This is an optimization exercise on Yosys and OpenROAD, whose aim is small area, a short achievable clock period and few clock cycles per item, not a production implementation. RTL that was checked went through simulation tests only; none was proved equivalent to the original. Power is estimated from default activity; no workload was simulated.

Setup of the previous run:
==> flow/design.v <==
module lzss_enc_top (
    input               clk,
    input               rst_x,
    input               i_valid,
    output              ow_ready,
    input       [7:0]   i_data,
    input               i_last,
    output              o_valid,
    input               i_ready,
    output      [8:0]   o_code,
    output              o_last
);
    integer             k;
    reg                 r_rdy;           
    reg                 r_iv;
    reg     [7:0]       r_ib;
    reg                 r_il;
    reg     [7:0]       r_win [1:64];    
    reg     [63:0]      r_s0, r_s1, r_s2;    
    reg     [6:0]       r_rv;            
    reg     [6:0]       r_lb;            
    reg     [7:0]       r_chi;
    reg     [6:0]       r_clo;
    reg     [2:0]       r_skip;          
    reg     [3:0]       r_ea;
    reg     [5:0]       r_ex2, r_ex3, r_ex4, r_ex5;
    reg                 r_m1, r_m2, r_m3, r_m4;
    reg                 r_l2;
    reg     [1:0]       r_l3, r_l4;      
    reg     [5:0]       r_x1, r_x2, r_x3, r_x4;  
    reg                 r_sv;
    reg                 r_hv;
    reg     [9:0]       r_hd;
    reg     [9:0]       r_sd;
    wire                w_ended = ~r_rv[0] | r_lb[0];
    wire                w_adv   = ~r_sv & (r_iv | (w_ended & (|r_rv)));
    assign  ow_ready    = r_rdy;
    assign  o_valid     = r_hv;
    assign  o_code      = r_hd[8:0];
    assign  o_last      = r_hd[9];
    always @(posedge clk or negedge rst_x) begin
        if (!rst_x) begin
            r_iv    <= 1'b0;
        end
        else if (r_rdy) begin
            r_iv    <= i_valid;
        end
    end
    always @(posedge clk) begin
        if (r_rdy) begin
            r_ib    <= i_data;
            r_il    <= i_last;
        end
    end
    wire    [7:0]       w_ceq = r_chi ^ {r_chi[6:0], 1'b1};      
    reg     [63:0]      w_in;
    reg     [63:0]      w_eq;
    always @(*) begin
        for (k = 0; k < 64; k = k + 1) begin
            if ((k % 8) == 7)
                w_in[k] = r_chi[k/8];
            else
                w_in[k] = r_chi[k/8] | (w_ceq[k/8] & r_clo[k%8]);
            w_eq[k] = (r_ib == r_win[k+1]) && w_in[k];
        end
    end
    wire    [63:0]      t2 = r_s1 | r_s2;
    wire    [63:0]      t3 = r_s2;
    wire    [63:0]      t4 = r_s2 & ~r_s0;
    wire    [63:0]      t5 = r_s2 & ~r_s1;
    wire    [5:0]       w_x2, w_x3, w_x4, w_x5;
    wire                a2, a3, a4, a5;
    lzss_lowest #(.W(64), .N(6)) u_low2 (.i_v(t2), .o_any(a2), .o_idx(w_x2));
    lzss_lowest #(.W(64), .N(6)) u_low3 (.i_v(t3), .o_any(a3), .o_idx(w_x3));
    lzss_lowest #(.W(64), .N(6)) u_low4 (.i_v(t4), .o_any(a4), .o_idx(w_x4));
    lzss_lowest #(.W(64), .N(6)) u_low5 (.i_v(t5), .o_any(a5), .o_idx(w_x5));
    always @(posedge clk) begin
        if (w_adv) begin
            r_win[1]    <= r_ib;
            for (k = 2; k <= 64; k = k + 1)
                r_win[k]    <= r_win[k-1];
            r_s0        <= w_eq & ~r_s2;
            r_s1        <= w_eq & r_s0;
            r_s2        <= w_eq & (r_s1 | (r_s2 & ~r_s0));
            r_lb        <= {r_lb[5:0], r_iv & r_il};
            r_ea        <= {a5, a4, a3, a2};
            r_ex2       <= w_x2;
            r_ex3       <= w_x3;
            r_ex4       <= w_x4;
            r_ex5       <= w_x5;
            r_m1        <= r_ea[0];
            r_x1        <= r_ex2;
            r_m2        <= r_ea[1] | r_m1;
            r_l2        <= r_ea[1];
            r_x2        <= r_ea[1] ? r_ex3 : r_x1;
            r_m3        <= r_ea[2] | r_m2;
            r_l3        <= r_ea[2] ? 2'd2 : {1'b0, r_l2};
            r_x3        <= r_ea[2] ? r_ex4 : r_x2;
            r_m4        <= r_ea[3] | r_m3;
            r_l4        <= r_ea[3] ? 2'd3 : r_l3;
            r_x4        <= r_ea[3] ? r_ex5 : r_x3;
        end
    end
    always @(posedge clk or negedge rst_x) begin
        if (!rst_x) begin
            r_rv    <= 7'd0;
            r_chi   <= 8'd0;
            r_clo   <= 7'd0;
        end
        else if (w_adv) begin
            r_rv    <= {r_rv[5:0], r_iv};
            if (r_iv) begin
                if (r_il) begin
                    r_chi   <= 8'd0;
                    r_clo   <= 7'd0;
                end
                else if (!r_chi[7]) begin
                    if (r_clo[6]) begin
                        r_chi   <= {r_chi[6:0], 1'b1};
                        r_clo   <= 7'd0;
                    end
                    else begin
                        r_clo   <= {r_clo[5:0], 1'b1};
                    end
                end
            end
        end
    end
    wire                w_lst = r_lb[6] | (r_m4 & (r_lb[5] | ((r_l4 != 2'd0) & r_lb[4]) |
                                ((r_l4[1]) & r_lb[3]) | ((r_l4 == 2'd3) & r_lb[2])));
    wire    [9:0]       w_code = r_m4 ? {w_lst, 1'b1, ~r_x4, r_l4} : {w_lst, 1'b0, r_win[7]};
    wire                w_push = w_adv & r_rv[6] & (r_skip == 3'd0);
    wire                w_pop  = r_hv & i_ready;
    always @(posedge clk or negedge rst_x) begin
        if (!rst_x) begin
            r_skip  <= 3'd0;
        end
        else if (w_adv && r_rv[6]) begin
            if (r_skip != 3'd0)
                r_skip  <= r_skip - 3'd1;
            else if (r_m4)
                r_skip  <= {1'b0, r_l4} + 3'd1;
        end
    end
    wire                w_sv_next = r_sv ? ~w_pop : (w_push & r_hv & ~w_pop);
    always @(posedge clk) begin
        r_rdy   <= ~w_sv_next;
    end
    always @(posedge clk or negedge rst_x) begin
        if (!rst_x) begin
            r_hv    <= 1'b0;
            r_sv    <= 1'b0;
        end
        else begin
            r_sv    <= w_sv_next;
            if (w_push)
                r_hv    <= 1'b1;
            else if (w_pop && !r_sv)
                r_hv    <= 1'b0;
        end
    end
    always @(posedge clk) begin
        if (r_sv) begin
            if (w_pop)
                r_hd    <= r_sd;
        end
        else if (w_push) begin
            if (!r_hv || w_pop)
                r_hd    <= w_code;
            else
                r_sd    <= w_code;
        end
    end
endmodule
module lzss_lowest #(
    parameter   W   = 64,
    parameter   N   = 6
)(
    input       [W-1:0]     i_v,
    output                  o_any,
    output      [N-1:0]     o_idx
);
    generate
        if (W == 2) begin : leaf
            assign  o_any   = i_v[0] | i_v[1];
            assign  o_idx   = ~i_v[0];
        end
        else begin : node
            wire                w_any_lo;
            wire                w_any_hi;
            wire    [N-2:0]     w_lo;
            wire    [N-2:0]     w_hi;
            lzss_lowest #(.W(W/2), .N(N-1)) u_lo (.i_v(i_v[W/2-1:0]), .o_any(w_any_lo), .o_idx(w_lo));
            lzss_lowest #(.W(W/2), .N(N-1)) u_hi (.i_v(i_v[W-1:W/2]), .o_any(w_any_hi), .o_idx(w_hi));
            assign  o_any   = w_any_lo | w_any_hi;
            assign  o_idx   = w_any_lo ? {1'b0, w_lo} : {1'b1, w_hi};
        end
    endgenerate
endmodule
==> flow/config.mk <==
export PLATFORM = sky130hd
export DESIGN_NAME = lzss_enc_top
export DESIGN_NICKNAME = lzss_enc_top
export VERILOG_FILES = /design/flow/design.v
export SDC_FILE = /design/flow/constraint.sdc
export NUM_CORES = 4
export LEC_CHECK = 0
export ABC_AREA = 1
export CAP_MARGIN = 20
export CORE_MARGIN = 2
export CORE_UTILIZATION = 70
export CTS_BUF_LIST = sky130_fd_sc_hd__clkbuf_4 sky130_fd_sc_hd__clkbuf_8
export CTS_CLUSTER_DIAMETER = 60
export CTS_CLUSTER_SIZE = 12
export PLACE_DENSITY = 0.8
export SETUP_SLACK_MARGIN = 3.5
export SLEW_MARGIN = 20
==> flow/constraint.sdc <==
create_clock -name core_clock -period 6.0 [get_ports {clk}]
set_input_delay 1.2000 -clock core_clock [delete_from_list [all_inputs] [get_ports {clk}]]
set_output_delay 1.2000 -clock core_clock [all_outputs]
set_load 0.01 [all_outputs]
run.sh (not shown) runs the stock make flow with config.mk's settings and CLKGATE_MAP_FILE= SYNTH_SCRIPT=/design/flow/synth_recipe.tcl, a recipe that flattens the netlist after the stock synthesis.
diff inputs: the previous run => the current run
==> flow/design.v, changed modules only <==
module lzss_enc_top (
    input               clk,
    input               rst_x,
    input               i_valid,
    output              ow_ready,
    input       [7:0]   i_data,
    input               i_last,
    output              o_valid,
    input               i_ready,
    output      [8:0]   o_code,
    output              o_last
);
    integer             k;
    reg                 r_rdy;           
    reg                 r_iv;
    reg     [7:0]       r_ib;
    reg                 r_il;
    reg     [7:0]       r_win [1:64];    
    reg     [63:0]      r_s0, r_s1, r_s2;    
    reg     [5:0]       r_rv;            
    reg     [5:0]       r_lb;            
    reg     [7:0]       r_chi;
    reg     [6:0]       r_clo;
    reg     [2:0]       r_skip;          
    reg     [3:0]       r_ea;
    reg     [5:0]       r_ex2, r_ex3, r_ex4, r_ex5;
    reg                 r_m1, r_m2, r_m3;
    reg                 r_l2;
    reg     [1:0]       r_l3;            
    reg     [5:0]       r_x1, r_x2, r_x3;    
    reg                 r_sv;
    reg                 r_hv;
    reg     [9:0]       r_hd;
    reg     [9:0]       r_sd;
    wire                w_ended = ~r_rv[0] | r_lb[0];
    wire                w_adv   = ~r_sv & (r_iv | (w_ended & (|r_rv)));
    assign  ow_ready    = r_rdy;
    assign  o_valid     = r_hv;
    assign  o_code      = r_hd[8:0];
    assign  o_last      = r_hd[9];
    always @(posedge clk or negedge rst_x) begin
        if (!rst_x) begin
            r_iv    <= 1'b0;
        end
        else if (r_rdy) begin
            r_iv    <= i_valid;
        end
    end
    always @(posedge clk) begin
        if (r_rdy) begin
            r_ib    <= i_data;
            r_il    <= i_last;
        end
    end
    wire    [7:0]       w_ceq = r_chi ^ {r_chi[6:0], 1'b1};      
    reg     [63:0]      w_in;
    reg     [63:0]      w_eq;
    always @(*) begin
        for (k = 0; k < 64; k = k + 1) begin
            if ((k % 8) == 7)
                w_in[k] = r_chi[k/8];
            else
                w_in[k] = r_chi[k/8] | (w_ceq[k/8] & r_clo[k%8]);
            w_eq[k] = (r_ib == r_win[k+1]) && w_in[k];
        end
    end
    wire    [63:0]      t2 = r_s1 | r_s2;
    wire    [63:0]      t3 = r_s2;
    wire    [63:0]      t4 = r_s2 & ~r_s0;
    wire    [63:0]      t5 = r_s2 & ~r_s1;
    wire    [5:0]       w_x2, w_x3, w_x4, w_x5;
    wire                a2, a3, a4, a5;
    lzss_lowest #(.W(64), .N(6)) u_low2 (.i_v(t2), .o_any(a2), .o_idx(w_x2));
    lzss_lowest #(.W(64), .N(6)) u_low3 (.i_v(t3), .o_any(a3), .o_idx(w_x3));
    lzss_lowest #(.W(64), .N(6)) u_low4 (.i_v(t4), .o_any(a4), .o_idx(w_x4));
    lzss_lowest #(.W(64), .N(6)) u_low5 (.i_v(t5), .o_any(a5), .o_idx(w_x5));
    always @(posedge clk) begin
        if (w_adv) begin
            r_win[1]    <= r_ib;
            for (k = 2; k <= 64; k = k + 1)
                r_win[k]    <= r_win[k-1];
            r_s0        <= w_eq & ~r_s2;
            r_s1        <= w_eq & r_s0;
            r_s2        <= w_eq & (r_s1 | (r_s2 & ~r_s0));
            r_lb        <= {r_lb[4:0], r_iv & r_il};
            r_ea        <= {a5, a4, a3, a2};
            r_ex2       <= w_x2;
            r_ex3       <= w_x3;
            r_ex4       <= w_x4;
            r_ex5       <= w_x5;
            r_m1        <= r_ea[0];
            r_x1        <= r_ex2;
            r_m2        <= r_ea[1] | r_m1;
            r_l2        <= r_ea[1];
            r_x2        <= r_ea[1] ? r_ex3 : r_x1;
            r_m3        <= r_ea[2] | r_m2;
            r_l3        <= r_ea[2] ? 2'd2 : {1'b0, r_l2};
            r_x3        <= r_ea[2] ? r_ex4 : r_x2;
        end
    end
    always @(posedge clk or negedge rst_x) begin
        if (!rst_x) begin
            r_rv    <= 6'd0;
            r_chi   <= 8'd0;
            r_clo   <= 7'd0;
        end
        else if (w_adv) begin
            r_rv    <= {r_rv[4:0], r_iv};
            if (r_iv) begin
                if (r_il) begin
                    r_chi   <= 8'd0;
                    r_clo   <= 7'd0;
                end
                else if (!r_chi[7]) begin
                    if (r_clo[6]) begin
                        r_chi   <= {r_chi[6:0], 1'b1};
                        r_clo   <= 7'd0;
                    end
                    else begin
                        r_clo   <= {r_clo[5:0], 1'b1};
                    end
                end
            end
        end
    end
    wire                w_cm = r_ea[3] | r_m3;
    wire    [1:0]       w_cl = r_ea[3] ? 2'd3 : r_l3;
    wire    [5:0]       w_cx = r_ea[3] ? r_ex5 : r_x3;
    wire                w_lst = r_lb[5] | (w_cm & (r_lb[4] | ((w_cl != 2'd0) & r_lb[3]) |
                                ((w_cl[1]) & r_lb[2]) | ((w_cl == 2'd3) & r_lb[1])));
    wire    [9:0]       w_code = w_cm ? {w_lst, 1'b1, ~w_cx, w_cl} : {w_lst, 1'b0, r_win[6]};
    wire                w_push = w_adv & r_rv[5] & (r_skip == 3'd0);
    wire                w_pop  = r_hv & i_ready;
    always @(posedge clk or negedge rst_x) begin
        if (!rst_x) begin
            r_skip  <= 3'd0;
        end
        else if (w_adv && r_rv[5]) begin
            if (r_skip != 3'd0)
                r_skip  <= r_skip - 3'd1;
            else if (w_cm)
                r_skip  <= {1'b0, w_cl} + 3'd1;
        end
    end
    wire                w_sv_next = r_sv ? ~w_pop : (w_push & r_hv & ~w_pop);
    always @(posedge clk) begin
        r_rdy   <= ~w_sv_next;
    end
    always @(posedge clk or negedge rst_x) begin
        if (!rst_x) begin
            r_hv    <= 1'b0;
            r_sv    <= 1'b0;
        end
        else begin
            r_sv    <= w_sv_next;
            if (w_push)
                r_hv    <= 1'b1;
            else if (w_pop && !r_sv)
                r_hv    <= 1'b0;
        end
    end
    always @(posedge clk) begin
        if (r_sv) begin
            if (w_pop)
                r_hd    <= r_sd;
        end
        else if (w_push) begin
            if (!r_hv || w_pop)
                r_hd    <= w_code;
            else
                r_sd    <= w_code;
        end
    end
endmodule
--- outcome ---
Portion of total power attributed to combinational logic (lower): the current run
Of the previous run and the current run, the current run shows the higher met2 layer wire length in the routed design, with the previous run below it.
Taking the previous run as the reference, in the current run weighted congestion reported at the end of routability-driven placement down about 2.3%; part of the total power dissipated in the clock network up 4.1 points; smallest setup slack after layout down 0.015 ns; core utilization down 0.26 points; number of cells traversed by the worst register-to-register path down 3.
Testbench counts of the current run, summed over its fixed seeds: cycles 85,802, items 84,290.
The RTL of the previous run was laid out without a check of its function.

separate check: timing with driven ports:
The results above use ideal ports. As a check the final layouts listed here were re-extracted and re-timed, cells and wires unchanged.
Step 1, drivers: a clkbuf_16 drives clk and a buf_2 each remaining input, both assumed.
Step 2, shift: input delay + t, output delay - t, t = (earliest + latest rising clock arrival at the registers) / 2. This alone moves slack from input paths to output paths.
Three values: ideal ports, drivers, drivers and shift; two values: the first two.
run	t (ns)	slack for setup (ns)	worst setup path after step 2
the previous run	0.783	3.563 / 3.503 / 3.291	input to register
the current run	0.746	3.548 / 3.485 / 3.307	input to register
After both steps every run listed still meets setup and hold. The setup slack of the previous run, which loses most, moves by -0.060 ns with the drivers and by -0.272 ns with both steps.
